Background: an optimization exercise with open tools, aiming at small area and a short achievable clock period. Do not read the settings as production practice.
RTL that was checked went through simulation tests only; none was proved equivalent to the original.
The flow treats the clock pin as an ideal source. Dropping or thinning the clock tree relies on that and would not hold on a real chip.
No activity file was given, so power comes from the tool's default toggle rates.

==> flow/design.v (excerpt) <==
module top_module (
    input         pclk,
    input         presetn,
    input         psel,
    input         penable,
    input         pwrite,
    input  [31:0] paddr,
    input  [31:0] pwdata,
    output [31:0] prdata,
    output        pready,
    output        irq,
    input  [31:0] aux_in,
    input  [31:0] pad_in,
    output [31:0] pad_out,
    output [31:0] pad_oe
);
clock: 4.5 ns
lec_check: 0
cap_margin: 20
core_margin: 2
core_utilization: 40
setup_slack_margin: 2.4
slew_margin: 20
standard.sh (not shown) runs the stock make flow with config.mk's settings and CLKGATE_MAP_FILE= SYNTH_SCRIPT=/design/flow/synth_recipe.tcl, a recipe that flattens the netlist after the stock synthesis.
==> flow/flow/run.sh <==
#!/bin/bash
# Standard layout with two changes: the port buffers are buf_1 cells instead
# of the resizer's default choice, and the clock tree is the two-level tree
# that clock_tree.tcl builds (run by the CTS step in place of
# clock_tree_synthesis). Each tool's output is in the ORFS logs under orfs/,
# and make's own output in standard.log.
set -euo pipefail
export BUFFER_PORTS_ARGS="-buffer_cell sky130_fd_sc_hd__buf_1"
export PRE_CTS_TCL="$PWD/flow/clock_tree.tcl"
export CLOCK_TREE_PORT=pclk
export CLOCK_TREE_TOP_COLS=2 CLOCK_TREE_TOP_ROWS=2
export CLOCK_TREE_LEAF_COLS=2 CLOCK_TREE_LEAF_ROWS=2
export CLOCK_TREE_TOP_CELL=sky130_fd_sc_hd__clkbuf_16 CLOCK_TREE_LEAF_CELL=sky130_fd_sc_hd__clkbuf_16
bash standard.sh > standard.log 2>&1
Other scripts of this flow, unchanged in this note and not shown: flow/flow/clock_tree.tcl
The starting point produced a clean layout.
Change:
--- a/flow/config.mk
+++ b/flow/config.mk
@@ -12 +12,2 @@
 export SLEW_MARGIN = 20
+export SYNTH_HIERARCHICAL = 1
What happened: Critical path depth falls by 4; design area falls by 2.4%; setup slack gets better by 0.018 ns; wire length falls by 7.4%; utilization barely changes; sequential share of layout area rises by 1.1 points; cell count falls by 7.8%; fmax rises by 0.87%.
Function was not checked in any run of this note: the RTL went through the layout flow alone. No run of this note takes its clock network from TritonCTS; it comes from the design's own scripts or RTL.

---

Setup of run A:
top_module, a different RTL version from the one above (not shown whole).
Size in the first run: ~340 flip-flops, ~230 I/O pins, roughly 12,000 µm² of cells after synthesis.
export LEC_CHECK = 0
export CAP_MARGIN = 20
export CORE_MARGIN = 2
export CORE_UTILIZATION = 40
export SETUP_SLACK_MARGIN = 2.8
export SLEW_MARGIN = 20
export SYNTH_HIERARCHICAL = 1
export TNS_END_PERCENT = 5
create_clock -name core_clock -period 4.5 [get_ports {pclk}]
Scripts as last shown in full above: flow/flow/run.sh
Other scripts of this flow, unchanged in this note and not shown: flow/flow/clock_tree.tcl
Run A finished all stages; the layout is clean.
--- input diff run A..run B ---
Settings: CORE_UTILIZATION: 40 -> 55; SETUP_SLACK_MARGIN: 2.8 -> 2.5; TNS_END_PERCENT: 5 -> unset.
Notes after the runs:
Run B ends up with lower cell area than run A does. Compared with run A, run B shows final cell count lower by about 8%. Going from run A to run B, static leakage power lost 1.1%; core utilization of the finished layout went up 17 points. | vertical die dimension | lower: run B |. Wire length of the first global-routing pass delta for run B relative to run A: about 0.3% higher.
#### Input delta (run C over run B)
Settings: CORE_UTILIZATION: 55 -> 40; TNS_END_PERCENT: unset -> 20; SETUP_SLACK_MARGIN: 2.5 -> 2.6.
==> run summary <==
r_prdata[13] as the last element of the critical path was reported by run B, and r_prdata[16] by run C. Total placed instance area (run C vs. run B) increases slightly. NOTE: area growth from synthesis to final layout in run C exceeds that of run B. Run C: depth of the worst register-to-register path 3 above run B. Run C vs. run B: highest clock rate went up by 2.3%. Run C vs. run B: first-pass GRT wire length shows an increase of about 3%, power shows an increase of 0.67%. In the metrics for run B and run C, the one carrying the higher final critical delay including setup and external delays is run B.
Here is what was changed in the inputs of run D compared with run C.
Settings: TNS_END_PERCENT now 5, was 20; SETUP_SLACK_MARGIN now 2.65, was 2.6.
## What came out
- Required time reported for the critical path endpoint: run C vs run D — no meaningful difference
- For the routed wire length, run D came in about 4% lower than run C did.
- Number of nets in the layout for run D: about 0.9% down relative to run C
- Run D — area of the multi-input gates 88 µm² lower, run C as reference
- In run D the wire length on met2 turned out 4.6% lower than in run C.
- Going from run C to run D, worst slack after detailed placement now sits lower; number of antenna violations at the first check in global routing now sits lower.
- Across both runs, total chip power was lower for run D than for run C.
- Diff run C -> run D | routed length per instance | decrease of 3.4%
[inputs] run E vs run D
Settings: SETUP_SLACK_MARGIN changed from 2.65 to 2.55; TNS_END_PERCENT removed (was 5).
Findings:
Run E was carried through to the last stage, and its layout satisfied the timing, DRC and antenna checks. Changes observed in run E relative to run D: sequential share of layout area went down 0.39 points; worst-path maximum fanout dropped 9. Compared with run D, in run E detailed-route via count now sits higher, cell area power density now smaller, ratio of cells with drive above 1 in the final layout rose by 1.0 points. Compared with run D, in run E highest achievable clock rate lost 13 MHz, post-place instance area neither gained nor lost much.
Edits applied to the flow inputs when going from run E to run F:
Settings: an added PLACE_DENSITY of 0.75; a change of SETUP_SLACK_MARGIN from 2.55 to 2.5.
## What came out
Diff run E -> run F: wire length on met1 lower, wire length of the first global-routing pass fell by 1500 µm.
Measured against each other, run F and run E differ in number of cells in the finished layout apart from fillers, the higher figure coming from run E.
Summary of run F over run E: total wirelength of the detailed-routed design saw a decrease; via count essentially unchanged.
No run of this note takes its clock network from TritonCTS; it comes from the design's own scripts or RTL.

---

The RTL this note starts from:
==> flow/design.v <==
module gpio_read_mux (
    input         en,
    input  [9:0]  sel,
    input  [31:0] d0, d1, d2, d3, d4, d5, d7, d8, d9,
    input  [1:0]  d6,
    output [31:0] rd
);
    wire off = !en;
    genvar i;
    generate
        for (i = 0; i < 32; i = i + 1) begin : bit_
            wire x1, x2, x3;
            gpio_aoi222 g1 (.a1(sel[0]), .a2(d0[i]), .b1(sel[1]), .b2(d1[i]),
                            .c1(sel[2]), .c2(d2[i]), .y(x1));
            gpio_aoi222 g2 (.a1(sel[3]), .a2(d3[i]), .b1(sel[4]), .b2(d4[i]),
                            .c1(sel[5]), .c2(d5[i]), .y(x2));
            if (i < 2) begin : ctrl_
                wire x4;
                gpio_aoi222 g3 (.a1(sel[7]), .a2(d7[i]), .b1(sel[8]), .b2(d8[i]),
                                .c1(sel[9]), .c2(d9[i]), .y(x3));
                gpio_nand2 g4 (.a(sel[6]), .b(d6[i]), .y(x4));
                gpio_aoi41 g5 (.a1(x1), .a2(x2), .a3(x3), .a4(x4), .b(off), .y(rd[i]));
            end else begin : data_
                gpio_aoi222 g3 (.a1(sel[7]), .a2(d7[i]), .b1(sel[8]), .b2(d8[i]),
                                .c1(sel[9]), .c2(d9[i]), .y(x3));
                gpio_aoi31 g5 (.a1(x1), .a2(x2), .a3(x3), .b(off), .y(rd[i]));
            end
        end
    endgenerate
endmodule
module gpio_aoi222 (input a1, a2, b1, b2, c1, c2, output y);
    assign y = !((a1 && a2) || (b1 && b2) || (c1 && c2));
endmodule
module gpio_aoi31 (input a1, a2, a3, b, output y);
    assign y = !((a1 && a2 && a3) || b);
endmodule
module gpio_aoi41 (input a1, a2, a3, a4, b, output y);
    assign y = !((a1 && a2 && a3 && a4) || b);
endmodule
module gpio_nand2 (input a, b, output y);
    assign y = !(a && b);
endmodule
module top_module (
    input         pclk,
    input         presetn,
    input         psel,
    input         penable,
    input         pwrite,
    input  [31:0] paddr,
    input  [31:0] pwdata,
    output [31:0] prdata,
    output        pready,
    output        irq,
    input  [31:0] aux_in,
    input  [31:0] pad_in,
    output [31:0] pad_out,
    output [31:0] pad_oe
);
    reg  [31:0] r_in, r_out, r_oe, r_inte, r_ptrig, r_aux, r_eclk, r_nec;
    reg  [1:0]  r_ctrl;
    reg         r_irq;
    reg  [31:0] r_pad_out;
    reg  [31:0] r_prdata;
    wire        aligned = (paddr[31:6] == 26'd0) && (paddr[1:0] == 2'd0);
    wire [3:0]  a = paddr[5:2];
    wire        wsetup = psel && !penable && pwrite && aligned;
    wire        pick_out   = wsetup && (a == 4'd1);
    wire        pick_oe    = wsetup && (a == 4'd2);
    wire        pick_inte  = wsetup && (a == 4'd3);
    wire        pick_ptrig = wsetup && (a == 4'd4);
    wire        pick_aux   = wsetup && (a == 4'd5);
    wire        pick_ctrl  = wsetup && (a == 4'd6);
    wire        pick_eclk  = wsetup && (a == 4'd8);
    wire        pick_nec   = wsetup && (a == 4'd9);
    reg we_out, we_oe, we_inte, we_ptrig, we_aux, we_ctrl, we_eclk, we_nec;
    reg hold_out, hold_oe, hold_inte, hold_ptrig, hold_aux, hold_eclk, hold_nec;
    always @(posedge pclk or negedge presetn) begin
        if (!presetn) begin
            {we_out, we_oe, we_inte, we_ptrig, we_aux, we_ctrl, we_eclk, we_nec} <= 8'd0;
            {hold_out, hold_oe, hold_inte, hold_ptrig, hold_aux, hold_eclk, hold_nec} <= 7'd0;
        end else begin
            we_out     <= pick_out;
            we_oe      <= pick_oe;
            we_inte    <= pick_inte;
            we_ptrig   <= pick_ptrig;
            we_aux     <= pick_aux;
            we_ctrl    <= pick_ctrl;
            we_eclk    <= pick_eclk;
            we_nec     <= pick_nec;
            hold_out   <= !pick_out   && (hold_out   || we_out);
            hold_oe    <= !pick_oe;
            hold_inte  <= !pick_inte  && (hold_inte  || we_inte);
            hold_ptrig <= !pick_ptrig && (hold_ptrig || we_ptrig);
            hold_aux   <= !pick_aux   && (hold_aux   || we_aux);
            hold_eclk  <= !pick_eclk  && (hold_eclk  || we_eclk);
            hold_nec   <= !pick_nec   && (hold_nec   || we_nec);
        end
    end
    wire [31:0] out_nx   = ({32{we_out}}   & pwdata) | ({32{hold_out}}   & r_out);
    wire [31:0] oe_nx    = ({32{we_oe}}    & pwdata) | ({32{hold_oe}}    & r_oe);
    wire [31:0] inte_nx  = ({32{we_inte}}  & pwdata) | ({32{hold_inte}}  & r_inte);
    wire [31:0] ptrig_nx = ({32{we_ptrig}} & pwdata) | ({32{hold_ptrig}} & r_ptrig);
    wire [31:0] aux_nx   = ({32{we_aux}}   & pwdata) | ({32{hold_aux}}   & r_aux);
    wire [31:0] eclk_nx  = ({32{we_eclk}}  & pwdata) | ({32{hold_eclk}}  & r_eclk);
    wire [31:0] nec_nx   = ({32{we_nec}}   & pwdata) | ({32{hold_nec}}   & r_nec);
    wire [31:0] pad_nx  = (aux_nx & aux_in) | (~aux_nx & out_nx);
    wire [31:0] pad_val = (r_oe & r_pad_out) | (~r_oe & pad_in);
    wire        inte_valid = hold_inte || we_inte;
    wire [31:0] ints_raw = r_inte & (r_in ^ r_ptrig);
    wire [1:0]  ctrl_nx = we_ctrl ? pwdata[1:0]
                                  : {r_ctrl[1] | (r_ctrl[0] & r_irq), r_ctrl[0]};
    wire [9:0]  rsel;
    assign rsel[0] = (a == 4'd0);
    assign rsel[1] = (a == 4'd1) && hold_out;
    assign rsel[2] = (a == 4'd2);
    assign rsel[3] = (a == 4'd3) && hold_inte;
    assign rsel[4] = (a == 4'd4) && hold_ptrig;
    assign rsel[5] = (a == 4'd5) && hold_aux;
    assign rsel[6] = (a == 4'd6);
    assign rsel[7] = (a == 4'd7) && hold_inte;
    assign rsel[8] = (a == 4'd8) && hold_eclk;
    assign rsel[9] = (a == 4'd9) && hold_nec;
    wire [31:0] rd_nx;
    gpio_read_mux u_rd (
        .en   (aligned && presetn),
        .sel  (rsel),
        .d0   (pad_val),
        .d1   (r_out),
        .d2   (r_oe),
        .d3   (r_inte),
        .d4   (r_ptrig),
        .d5   (r_aux),
        .d6   (ctrl_nx),
        .d7   (ints_raw),
        .d8   (r_eclk),
        .d9   (r_nec),
        .rd   (rd_nx)
    );
    always @(posedge pclk or negedge presetn) begin
        if (!presetn) begin
            r_oe      <= 32'd0;
            r_ctrl    <= 2'd0;
            r_irq     <= 1'b0;
            r_pad_out <= 32'd0;
        end else begin
            r_oe      <= oe_nx;
            r_ctrl    <= ctrl_nx;
            r_irq     <= inte_valid && (|ints_raw);
            r_pad_out <= pad_nx;
        end
    end
    always @(posedge pclk) begin
        r_in    <= pad_val;
        r_out   <= out_nx;
        r_inte  <= inte_nx;
        r_ptrig <= ptrig_nx;
        r_aux   <= aux_nx;
        r_eclk  <= eclk_nx;
        r_nec   <= nec_nx;
        r_prdata <= rd_nx;
    end
    assign prdata  = r_prdata;
    assign pready  = 1'b1;
    assign irq     = r_irq;
    assign pad_out = r_pad_out;
    assign pad_oe  = r_oe;
endmodule
export LEC_CHECK = 0
export CAP_MARGIN = 20
export CORE_MARGIN = 2
export CORE_UTILIZATION = 40
export PLACE_DENSITY = 0.7
export SETUP_SLACK_MARGIN = 2.7
export SLEW_MARGIN = 20
export SYNTH_HIERARCHICAL = 1
export TNS_END_PERCENT = 5
create_clock -name core_clock -period 4.5 [get_ports {pclk}]
Scripts as last shown in full above: flow/flow/run.sh
Other scripts of this flow, unchanged in this note and not shown: flow/flow/clock_tree.tcl
Change:
CORE_UTILIZATION = 65   (was 40)
PLACE_DENSITY = not set   (was 0.7)
SETUP_SLACK_MARGIN = 2.5   (was 2.7)
TNS_END_PERCENT = not set   (was 5)
Global-route usage came out higher by 13 points.
Wire length falls by 3.0%.
Total power is about the same.
Combinational power rose by about 3%.
Worst setup slack got worse by 0.098 ns.
Die area falls by 38%.
Clock skew barely changes.
Change:
CORE_UTILIZATION = 40   (was 65)
=> Power rises by 0.81%. Synthesized area stays the same. Die area rises by 61%. Synthesized cell count does not change. Register-to-register slack gets better by 0.10 ns. Sequential share of layout area falls by 0.82 points. Combinational power rises by about 2%. Wire length rises by 5.9%.
Change:
==> flow/flow/run.sh (replaced) <==
#!/bin/bash
# Standard layout with three changes: the port buffers are buf_1 cells
# instead of the resizer's default choice; outflops.tcl gives the
# flip-flops that drive output ports drive strength 2 before the floorplan;
# and the clock tree is the two-level tree that clock_tree.tcl builds (run
# by the CTS step in place of clock_tree_synthesis). Each tool's output is
# in the ORFS logs under orfs/, and make's own output in standard.log.
set -euo pipefail
export BUFFER_PORTS_ARGS="-buffer_cell sky130_fd_sc_hd__buf_1"
export PRE_CTS_TCL="$PWD/flow/clock_tree.tcl"
export PRE_FLOORPLAN_TCL="$PWD/flow/outflops.tcl"
export CLOCK_TREE_PORT=pclk
export CLOCK_TREE_TOP_COLS=2 CLOCK_TREE_TOP_ROWS=2
export CLOCK_TREE_LEAF_COLS=2 CLOCK_TREE_LEAF_ROWS=2
export CLOCK_TREE_TOP_CELL=sky130_fd_sc_hd__clkbuf_16 CLOCK_TREE_LEAF_CELL=sky130_fd_sc_hd__clkbuf_16
bash standard.sh > standard.log 2>&1
==> flow/flow/outflops.tcl (new file) <==
# Sourced as PRE_FLOORPLAN_TCL: the flip-flops that drive output ports get
# drive strength 2 (same cell type), for their path to the port.
proc my_outflops {} {
  set n 0
  set db [ord::get_db]
  foreach bt [[ord::get_db_block] getBTerms] {
    if {[$bt getIoType] ne "OUTPUT"} { continue }
    set net [$bt getNet]
    if {$net eq "NULL"} { continue }
    foreach it [$net getITerms] {
      if {![$it isOutputSignal]} { continue }
      set inst [$it getInst]
      set name [[$inst getMaster] getName]
      if {[regexp {^(sky130_fd_sc_hd__(df|edf|sdf)[a-z]+)_1$} $name -> base]} {
        $inst swapMaster [$db findMaster ${base}_2]
        incr n
      }
    }
  }
  puts "outflops: $n flip-flops set to drive strength 2"
}
my_outflops
SETUP_SLACK_MARGIN = 2.65   (was 2.5)
TNS_END_PERCENT = 5   (was not set)
Outcome:
- fmax goes down by 0.77%
- wire length goes up by 1.6%
- final cell count goes up by 0.31%
Change:
==> flow/flow/run.sh (replaced) <==
#!/bin/bash
# Standard layout with two changes: the port buffers are buf_1 cells instead
# of the resizer's default choice, and the clock tree is the two-level tree
# that clock_tree.tcl builds (run by the CTS step in place of
# clock_tree_synthesis). Each tool's output is in the ORFS logs under orfs/,
# and make's own output in standard.log.
set -euo pipefail
export BUFFER_PORTS_ARGS="-buffer_cell sky130_fd_sc_hd__buf_1"
export PRE_CTS_TCL="$PWD/flow/clock_tree.tcl"
export CLOCK_TREE_PORT=pclk
export CLOCK_TREE_TOP_COLS=2 CLOCK_TREE_TOP_ROWS=2
export CLOCK_TREE_LEAF_COLS=2 CLOCK_TREE_LEAF_ROWS=2
export CLOCK_TREE_TOP_CELL=sky130_fd_sc_hd__clkbuf_16 CLOCK_TREE_LEAF_CELL=sky130_fd_sc_hd__clkbuf_16
bash standard.sh > standard.log 2>&1
SETUP_SLACK_MARGIN = 3.0   (was 2.65)
removed: flow/flow/outflops.tcl
After rerunning: The changed run finished clean. Flip-flop and latch count does not change. Die area is lower slightly. Hold slack is worse by 0.0048 ns. Global-route usage grows by 0.94 points. Maximum frequency grows slightly. Final cell count stays flat.
Change:
SETUP_SLACK_MARGIN = 2.6   (was 3.0)
TNS_END_PERCENT = not set   (was 5)
Effect: Critical path depth shrinks by 1. Power is about the same. Synthesized area does not change. Global-route usage is lower by 0.50 points. Final cell count is about the same. Clock power barely changes. Utilization goes down by 0.25 points. Clock skew went up by 0.0072 ns.
In every run of this note, the design's own scripts or RTL, not TritonCTS, make the clock network.

[separate check: timing with driven ports]
No port has a modelled driver above. Below, the same layouts with a new extraction and two added sets of constraints. Step 1 (the two cells are an assumption about what drives the block):
set clk [get_ports {pclk}]
set_driving_cell -lib_cell sky130_fd_sc_hd__clkbuf_16 $clk
set_driving_cell -lib_cell sky130_fd_sc_hd__buf_2 [delete_from_list [all_inputs] $clk]
Step 2 also shifts input and output timing later by t, the mid clock arrival at the registers, as if the neighbouring blocks saw the same clock. Slacks: ideal ports / drivers / drivers and shift; pairs: ideal ports / drivers.
| run | shift t [ns] | setup slack, ns | worst register clock-pin slew, ns |
|---|---|---|---|
| the first run of note 1 | 0.432 | 2.424 / 2.436 / 2.038 | 0.09 / 0.09 |
| the second run of note 1 | 0.419 | 2.442 / 2.442 / 2.093 | 0.09 / 0.09 |
| run A | 0.419 | 2.599 / 2.563 / 2.236 | 0.09 / 0.09 |
| run B | 0.410 | 2.517 / 2.526 / 2.173 | 0.09 / 0.09 |
| run C | 0.414 | 2.561 / 2.484 / 2.220 | 0.09 / 0.09 |
| run D | 0.415 | 2.583 / 2.535 / 2.237 | 0.09 / 0.09 |
| run E | 0.415 | 2.535 / 2.462 / 2.165 | 0.09 / 0.09 |
| run F | 0.412 | 2.494 / 2.522 / 2.134 | 0.09 / 0.09 |
| the first run of note 3 | 0.406 | 2.563 / 2.582 / 2.223 | 0.09 / 0.09 |
| the second run of note 3 | 0.407 | 2.464 / 2.543 / 2.136 | 0.09 / 0.09 |
| the third run of note 3 | 0.417 | 2.549 / 2.493 / 2.183 | 0.09 / 0.09 |
| the fourth run of note 3 | 0.418 | 2.534 / 2.536 / 2.161 | 0.09 / 0.09 |
| the fifth run of note 3 | 0.420 | 2.554 / 2.547 / 2.188 | 0.09 / 0.09 |
| the sixth run of note 3 | 0.414 | 2.567 / 2.526 / 2.199 | 0.09 / 0.09 |
After both steps every run listed still meets setup and hold. The setup slack of the first run of note 1, which loses most, moves by +0.012 ns with the drivers and by -0.386 ns with both steps.
